Source: an optimization exercise on an open RTL-to-GDS flow (aim: small area). Production flows keep margins and buffers that such runs may drop. Only the layout flow was run in this run; the RTL was not checked for function there.

`flow/run.sh`:
```
#!/bin/bash
# synth_recipe.tcl (not shown) runs the flow's synth.tcl, then flattens the netlist and writes it again
# the make line also repeats each setting of config.mk as NAME=value (left out here)
make -C /OpenROAD-flow-scripts/flow DESIGN_CONFIG=/design/flow/config.mk WORK_HOME=/design/flow/orfs CLKGATE_MAP_FILE= SYNTH_SCRIPT=/design/flow/synth_recipe.tcl finish
```
`flow/config.mk`:
```
export PLATFORM = sky130hd
export DESIGN_NAME = soc_top
export DESIGN_NICKNAME = soc_top
export VERILOG_FILES = /design/flow/design.v
export SDC_FILE = /design/flow/constraint.sdc
export NUM_CORES = 4
export LEC_CHECK = 0
export CAP_MARGIN = 20
export CORE_MARGIN = 2
export CORE_UTILIZATION = 40
export SLEW_MARGIN = 20
```
`flow/constraint.sdc`:
```
create_clock -name core_clock -period 3.0 [get_ports {clk}]
set_input_delay 0.6000 -clock core_clock [delete_from_list [all_inputs] [get_ports {clk}]]
set_output_delay 0.6000 -clock core_clock [all_outputs]
set_load 0.01 [all_outputs]
```
`flow/design.v`:
```
module fsm_engine (
    input  wire        clk,
    input  wire        rst,
    input  wire [3:0]  sensor_in,
    output reg  [2:0]  action_out
);
    typedef enum logic [1:0] {
        IDLE  = 2'b00,
        WALK  = 2'b01,
        TURN  = 2'b10,
        STOP  = 2'b11
    } state_t;
    state_t state, next_state;
    always_ff @(posedge clk or posedge rst) begin
        if (rst)
            state <= IDLE;
        else
            state <= next_state;
    end
    always_comb begin
        case (state)
            IDLE:  next_state = sensor_in[0] ? WALK : IDLE;
            WALK:  next_state = sensor_in[1] ? TURN : WALK;
            TURN:  next_state = sensor_in[2] ? STOP : TURN;
            STOP:  next_state = IDLE;
            default: next_state = IDLE;
        endcase
    end
    always_comb begin
        case (state)
            IDLE:  action_out = 3'b000;
            WALK:  action_out = 3'b001;
            TURN:  action_out = 3'b010;
            STOP:  action_out = 3'b100;
            default: action_out = 3'b000;
        endcase
    end
endmodule
module pid_controller (
    input  wire             clk,
    input  wire             rst,
    input  wire signed [15:0] ref_in,
    input  wire signed [15:0] y,
    output reg  signed [15:0] u_out
);
    reg [15:0] ne, ne1, ne2, jb;
    wire [15:0] ne_d = y - ref_in;
    wire [15:0] jb_d = jb + ne2;
    wire [15:0] s1, c1;
    assign s1[0] = jb[0];
    assign c1[0] = 1'b0;
    assign s1[1] = ne[0] ^ ne1[0] ^ jb[1];
    assign c1[1] = (ne[0] & ne1[0]) | (jb[1] & (ne[0] ^ ne1[0]));
    assign s1[2] = ne[1] ^ ne1[1] ^ jb[2];
    assign c1[2] = (ne[1] & ne1[1]) | (jb[2] & (ne[1] ^ ne1[1]));
    assign s1[3] = ne[2] ^ ne1[2] ^ jb[3];
    assign c1[3] = (ne[2] & ne1[2]) | (jb[3] & (ne[2] ^ ne1[2]));
    assign s1[4] = ne[3] ^ ne1[3] ^ jb[4];
    assign c1[4] = (ne[3] & ne1[3]) | (jb[4] & (ne[3] ^ ne1[3]));
    assign s1[5] = ne[4] ^ ne1[4] ^ jb[5];
    assign c1[5] = (ne[4] & ne1[4]) | (jb[5] & (ne[4] ^ ne1[4]));
    assign s1[6] = ne[5] ^ ne1[5] ^ jb[6];
    assign c1[6] = (ne[5] & ne1[5]) | (jb[6] & (ne[5] ^ ne1[5]));
    assign s1[7] = ne[6] ^ ne1[6] ^ jb[7];
    assign c1[7] = (ne[6] & ne1[6]) | (jb[7] & (ne[6] ^ ne1[6]));
    assign s1[8] = ne[7] ^ ne1[7] ^ jb[8];
    assign c1[8] = (ne[7] & ne1[7]) | (jb[8] & (ne[7] ^ ne1[7]));
    assign s1[9] = ne[8] ^ ne1[8] ^ jb[9];
    assign c1[9] = (ne[8] & ne1[8]) | (jb[9] & (ne[8] ^ ne1[8]));
    assign s1[10] = ne[9] ^ ne1[9] ^ jb[10];
    assign c1[10] = (ne[9] & ne1[9]) | (jb[10] & (ne[9] ^ ne1[9]));
    assign s1[11] = ne[10] ^ ne1[10] ^ jb[11];
    assign c1[11] = (ne[10] & ne1[10]) | (jb[11] & (ne[10] ^ ne1[10]));
    assign s1[12] = ne[11] ^ ne1[11] ^ jb[12];
    assign c1[12] = (ne[11] & ne1[11]) | (jb[12] & (ne[11] ^ ne1[11]));
    assign s1[13] = ne[12] ^ ne1[12] ^ jb[13];
    assign c1[13] = (ne[12] & ne1[12]) | (jb[13] & (ne[12] ^ ne1[12]));
    assign s1[14] = ne[13] ^ ne1[13] ^ jb[14];
    assign c1[14] = (ne[13] & ne1[13]) | (jb[14] & (ne[13] ^ ne1[13]));
    assign s1[15] = ne[14] ^ ne1[14] ^ jb[15];
    assign c1[15] = (ne[14] & ne1[14]) | (jb[15] & (ne[14] ^ ne1[14]));
    wire [15:0] u_s;
    assign u_s = {s1[15], s1[14], s1[13], s1[12], s1[11], s1[10], s1[9], s1[8], s1[7], s1[6], s1[5], s1[4], s1[3], s1[2], s1[1], s1[0]} + {c1[14], c1[13], c1[12], c1[11], c1[10], c1[9], c1[8], c1[7], c1[6], c1[5], c1[4], c1[3], c1[2], c1[1], c1[0], 1'b0} + 1'b0;
    always @(posedge clk or posedge rst) begin
        if (rst) begin
            ne    <= 16'd0;
            ne1   <= 16'd0;
            ne2   <= 16'd0;
            jb    <= 16'hffff;
            u_out <= 16'sd0;
        end else begin
            ne    <= ne_d;
            ne1   <= ne;
            ne2   <= ne1;
            jb    <= jb_d;
            u_out <= ~u_s;
        end
    end
endmodule
module soc_top (
    input  wire        clk,
    input  wire        rst,
    input  wire [3:0]  sensor_in,
    input  wire [15:0] y_feedback,
    output wire [15:0] actuator_out
);
    wire [2:0] action_out;
    wire [15:0] ref_val;
    fsm_engine fsm_inst (
        .clk(clk),
        .rst(rst),
        .sensor_in(sensor_in),
        .action_out(action_out)
    );
    assign ref_val = (action_out == 3'b001) ? 16'd1000 :    
                 (action_out == 3'b010) ? -16'd500 :    
                 16'd0;                                 
    pid_controller pid_inst (
        .clk(clk),
        .rst(rst),
        .ref_in(ref_val),
        .y(y_feedback),
        .u_out(actuator_out)
    );
endmodule
```
==> summary.txt <==
The post-route worst setup slack is 0.152 ns. Leaving out fill and tap cells, the most frequent cell in the layout is sky130_fd_sc_hd__dfrtp_1. OpenSTA, run right after detailed placement, puts the worst setup slack at 0.114 ns. The number of port buffers came out at 36.

The count of hold buffers inserted by post-cts repair is 0. The final clock skew is 0.00764 ns. After floorplanning, the core was divided into 38 placement rows. The DRC violation count after routing came out at 0. The routed design could run at a clock period as short as 2.85 ns. The initial detailed-routing violation count is 188. The worst register-to-register path ends at pid_inst.u_out[14]. The number of failing hold endpoints at the final stage came to 0. The clock latency of the later-clocked register in the worst-skew pair is 0.36 ns.

Once detail routing completed, the nets flagged for antenna violations numbered 0. The slowest library cell on the worst path is sky130_fd_sc_hd__dfstp_2. The cell type with the highest occurrence count on the critical path is sky130_fd_sc_hd__inv_1.

The cell sitting at the root of the clock tree is a sky130_fd_sc_hd__clkbuf_8. The synthesized design spends more area on one cell type than any other, namely sky130_fd_sc_hd__dfrtp_1. In the synthesized netlist the dominant register cell turns out to be sky130_fd_sc_hd__dfrtp_1. The global route total overflow is 0. The instance count of the mapped netlist is 372.

For this run, the register share of the synthesized area comes to 0.473. The maximum fanout count along the critical path is 3. The final number of max-transition violations is 0. The routed via count divided by cell count came out at 5.05. Counting the fill cells in the layout gives 1014. The area fraction of the dominant cell type after synthesis came out at 0.377. The worst register-to-register path has a setup slack of 0.15 ns. The total of flip-flops plus latches after synthesis came out at 82. After the last flow step, the layout net total stands at 501. In the synthesized netlist the async set-or-reset flop fraction comes to 1.00. The deepest clock path buffer count came out at 2.

The mapped netlist covers 4380 µm². The required time reported for the critical path endpoint is 3.27 ns.

At the pin with the least slew margin, the transition time is 0.619 ns. The flow ran to the end and the layout has no timing, DRC or antenna violations. The worst setup path is launched from a flop. The synthesized area per cell is 11.8 µm². The total clock sinks is 82. The synthesized net count came out at 456. The critical path goes through inv_1 > fa_1 > inv_1 > ha_1 > inv_1 > fa_1 > nor2b_2 > o211ai_1 > a21oi_1 > o21ai_2 > and4b_1 > a311oi_2. The global placement routability congestion is 0.832. In the post-synthesis netlist, the biggest area contributors are sky130_fd_sc_hd__dfrtp_1 38%, sky130_fd_sc_hd__ha_1 13%, sky130_fd_sc_hd__dfstp_2 9.6%. The delay contributed by the slowest stage of the critical path came out at 0.57 ns.

The total via count after detailed routing came out at 2837. The average wire per cell in the routed design came out at 13.5 µm. The maximum clock rate came out at 0.351 GHz. TritonCTS built the clock tree. The endpoint of the worst hold-timing path is pid_inst.ne1[15]. The die width came out at 109 µm.

In the layout the commonest cells are 66 x sky130_fd_sc_hd__dfrtp_1, 45 x sky130_fd_sc_hd__ha_1, 36 x sky130_fd_sc_hd__clkdlybuf4s50_1. The number of diodes is 0. The length in cells of the worst reg-to-reg path came out at 12. Max-cap violations in this run came to 0. The total number of yosys warnings came out at 2.

The overall routed net length is 7.61 mm. The endpoint kind of the worst setup timing path is a flop. Pin placement for this block handled 38 I/O pins. The clock-pin slew reported for the worst setup and hold paths after clock tree synthesis came out at 0.08 ns.

Counting flops with a built-in enable in the synthesized netlist gives 0. The type of the worst setup path is flop to flop. The min-delay analysis places its worst path in the category flop to flop. The die area is 11800 µm². Clock tree synthesis inserted a total of 9 buffers. The die height came out at 109 µm. The worst hold path begins at pid_inst.ne[15]. The placed wire-length estimate after detailed placement is 5.90 mm. Of the cells placed in the final design, the portion with a size suffix greater than 1 is 0.116. The final core utilization came out at 0.476. For this configuration, the core starts out at a cell density of 0.408.

The clock tree synthesis step divided the H-tree into 3 levels. STA puts the critical path data arrival time at 3.12 ns. The pin count of the biggest net entering global routing came out at 47. The global-route wire length before repair is 13.2 mm.

The number of endpoints failing setup at the final stage came out at 0. The worst slew margin relative to its limit came out at 0.587. The netlist uses 51 different library cells. The initial antenna violation count is 0. The number of search-and-repair iterations in the first detailed-routing pass came out at 4.

The worst flop-to-flop path startpoint is pid_inst.jb[1]. The signed area change from the synthesized netlist to the final layout came out at 16.7%. The final critical-path share of the clock period came out at 0.949. The placeable core region is 10700 µm². In the global route stage, overall resource usage came out at 0.146. Counting instances, the worst hold path has a depth of 0. The via count of the first global-routing pass came out at 2842.
[metal layers]
layer / global-route usage / vias to the layer above / share of wire
met2: 0.224 / 71 / 0.45
met1: 0.198 / 1363 / 0.48
li1: - / 1390 / -
met5: 0 / - / 0
met3: 0.0395 / 13 / 0.048
met4: 0.0549 / 0 / 0.019
[sequential cells by signal (all words and copies together), names as in the netlist, named ones only]
name	flops
pid_inst.ne1	16
pid_inst.ne2	16
pid_inst.jb	16
fsm_inst.state	1
pid_inst.u_out	16
pid_inst.ne	16
[worst max-delay path by stage]
stage | slack [ns] | to | from
after floorplan | 0.32 | async pin | rst
after global placement | 0.15 | pid_inst.ne[14] | y_feedback[2]
after detailed placement | 0.11 | pid_inst.u_out[14] | pid_inst.jb[1]
after CTS | 0.09 | pid_inst.u_out[14] | pid_inst.jb[1]
after global routing | -0.02 | pid_inst.u_out[14] | pid_inst.jb[1]
final | 0.15 | pid_inst.u_out[14] | pid_inst.jb[1]
[what timing repair did]
item	in CTS	in global routing
gates resized for setup	0	3
setup endpoints to repair	0	1
setup buffers	0	1
[final cells by class]
cell class / count / area [µm²] / area share
tap: 140 / 175 / 0.0343
clock buffer: 13 / 159 / 0.0311
timing repair buffer: 38 / 388 / 0.0759
inverter: 26 / 98.8 / 0.0193
multi-input combinational: 260 / 2200 / 0.431
clock inverter: 3 / 15.0 / 0.00294
sequential: 82 / 2070 / 0.405
[cells in the mapped netlist (2+ instances only)]
| cell | number |
|---|---|
| sky130_fd_sc_hd__o21ai_0 | 16 |
| sky130_fd_sc_hd__clkbuf_1 | 2 |
| sky130_fd_sc_hd__buf_2 | 2 |
| sky130_fd_sc_hd__a211oi_1 | 3 |
| sky130_fd_sc_hd__nor2_1 | 18 |
| sky130_fd_sc_hd__a22oi_1 | 2 |
| sky130_fd_sc_hd__ha_1 | 45 |
| sky130_fd_sc_hd__nand2_1 | 16 |
| sky130_fd_sc_hd__nand4_1 | 6 |
| sky130_fd_sc_hd__o31a_1 | 2 |
| sky130_fd_sc_hd__a31oi_1 | 2 |
| sky130_fd_sc_hd__a21oi_1 | 27 |
| sky130_fd_sc_hd__o21a_1 | 7 |
| sky130_fd_sc_hd__a31o_2 | 2 |
| sky130_fd_sc_hd__fa_1 | 17 |
| sky130_fd_sc_hd__o211ai_1 | 2 |
| sky130_fd_sc_hd__inv_1 | 26 |
| sky130_fd_sc_hd__o21bai_1 | 3 |
| sky130_fd_sc_hd__dfstp_2 | 16 |
| sky130_fd_sc_hd__or3_1 | 2 |
| sky130_fd_sc_hd__o21ai_1 | 2 |
| sky130_fd_sc_hd__nor2b_1 | 4 |
| sky130_fd_sc_hd__a21oi_2 | 2 |
| sky130_fd_sc_hd__xnor2_1 | 25 |
| sky130_fd_sc_hd__nand2b_1 | 2 |
| sky130_fd_sc_hd__xor2_1 | 11 |
| sky130_fd_sc_hd__nand3_1 | 5 |
| sky130_fd_sc_hd__a21o_1 | 11 |
| sky130_fd_sc_hd__dfrtp_1 | 66 |
| sky130_fd_sc_hd__nor3_1 | 7 |
[logic make-up after synthesis]
logic type	count (synthesis)	synth area share
xor+xnor	36	0.0720
simple gates	68	0.0771
flops	82	0.473
fa+ha+maj	62	0.206
buf+inv	30	0.0263
compound gates	94	0.145
[per-stage QoR]
step | hold slack (ns) | std cells | setup TNS (ns) | cell area [µm²]
finish | 0.354 | 562 | 0 | 5110
global route | 0.361 | 562 | -0.0169 | 5110
CTS | 0.359 | 561 | 0 | 5090
detailed placement | 0.341 | 545 | 0 | 4920
global placement | 0.334 | 545 | 0 | 4920
floorplan | 0.331 | 372 | 0 | 4380
[worst max-delay path: cells and delay by family, from the launching register on]
kind                       cells  cell delay (ns)
AOI/OAI and AO/OA              4             0.66
adders and majority gates      3             0.99
buffers and inverters          3             0.18
DFF                            1             0.57
and+or+nand+nor                2             0.37

## port drivers added, routing unchanged
The results above use ideal ports. As a check the final layout listed here was re-extracted and re-timed, cells and wires unchanged. Step 1 assumes that a clkbuf_16 drives the clock port and a buf_2 every other input. Step 2, shift: input delay + t, output delay - t, t = (earliest + latest rising clock arrival at the registers) / 2. This alone moves slack from input paths to output paths. Slacks: ideal ports / drivers / drivers and shift; pairs: ideal ports / drivers.
t, ns: 0.384
setup WS [ns]: 0.152 / 0.152 / 0.152
pins driven straight from the clock port: 1
After both steps setup and hold are still met in this run. The setup slack of this run moves by 0.000 ns with the drivers and by 0.000 ns with both steps.
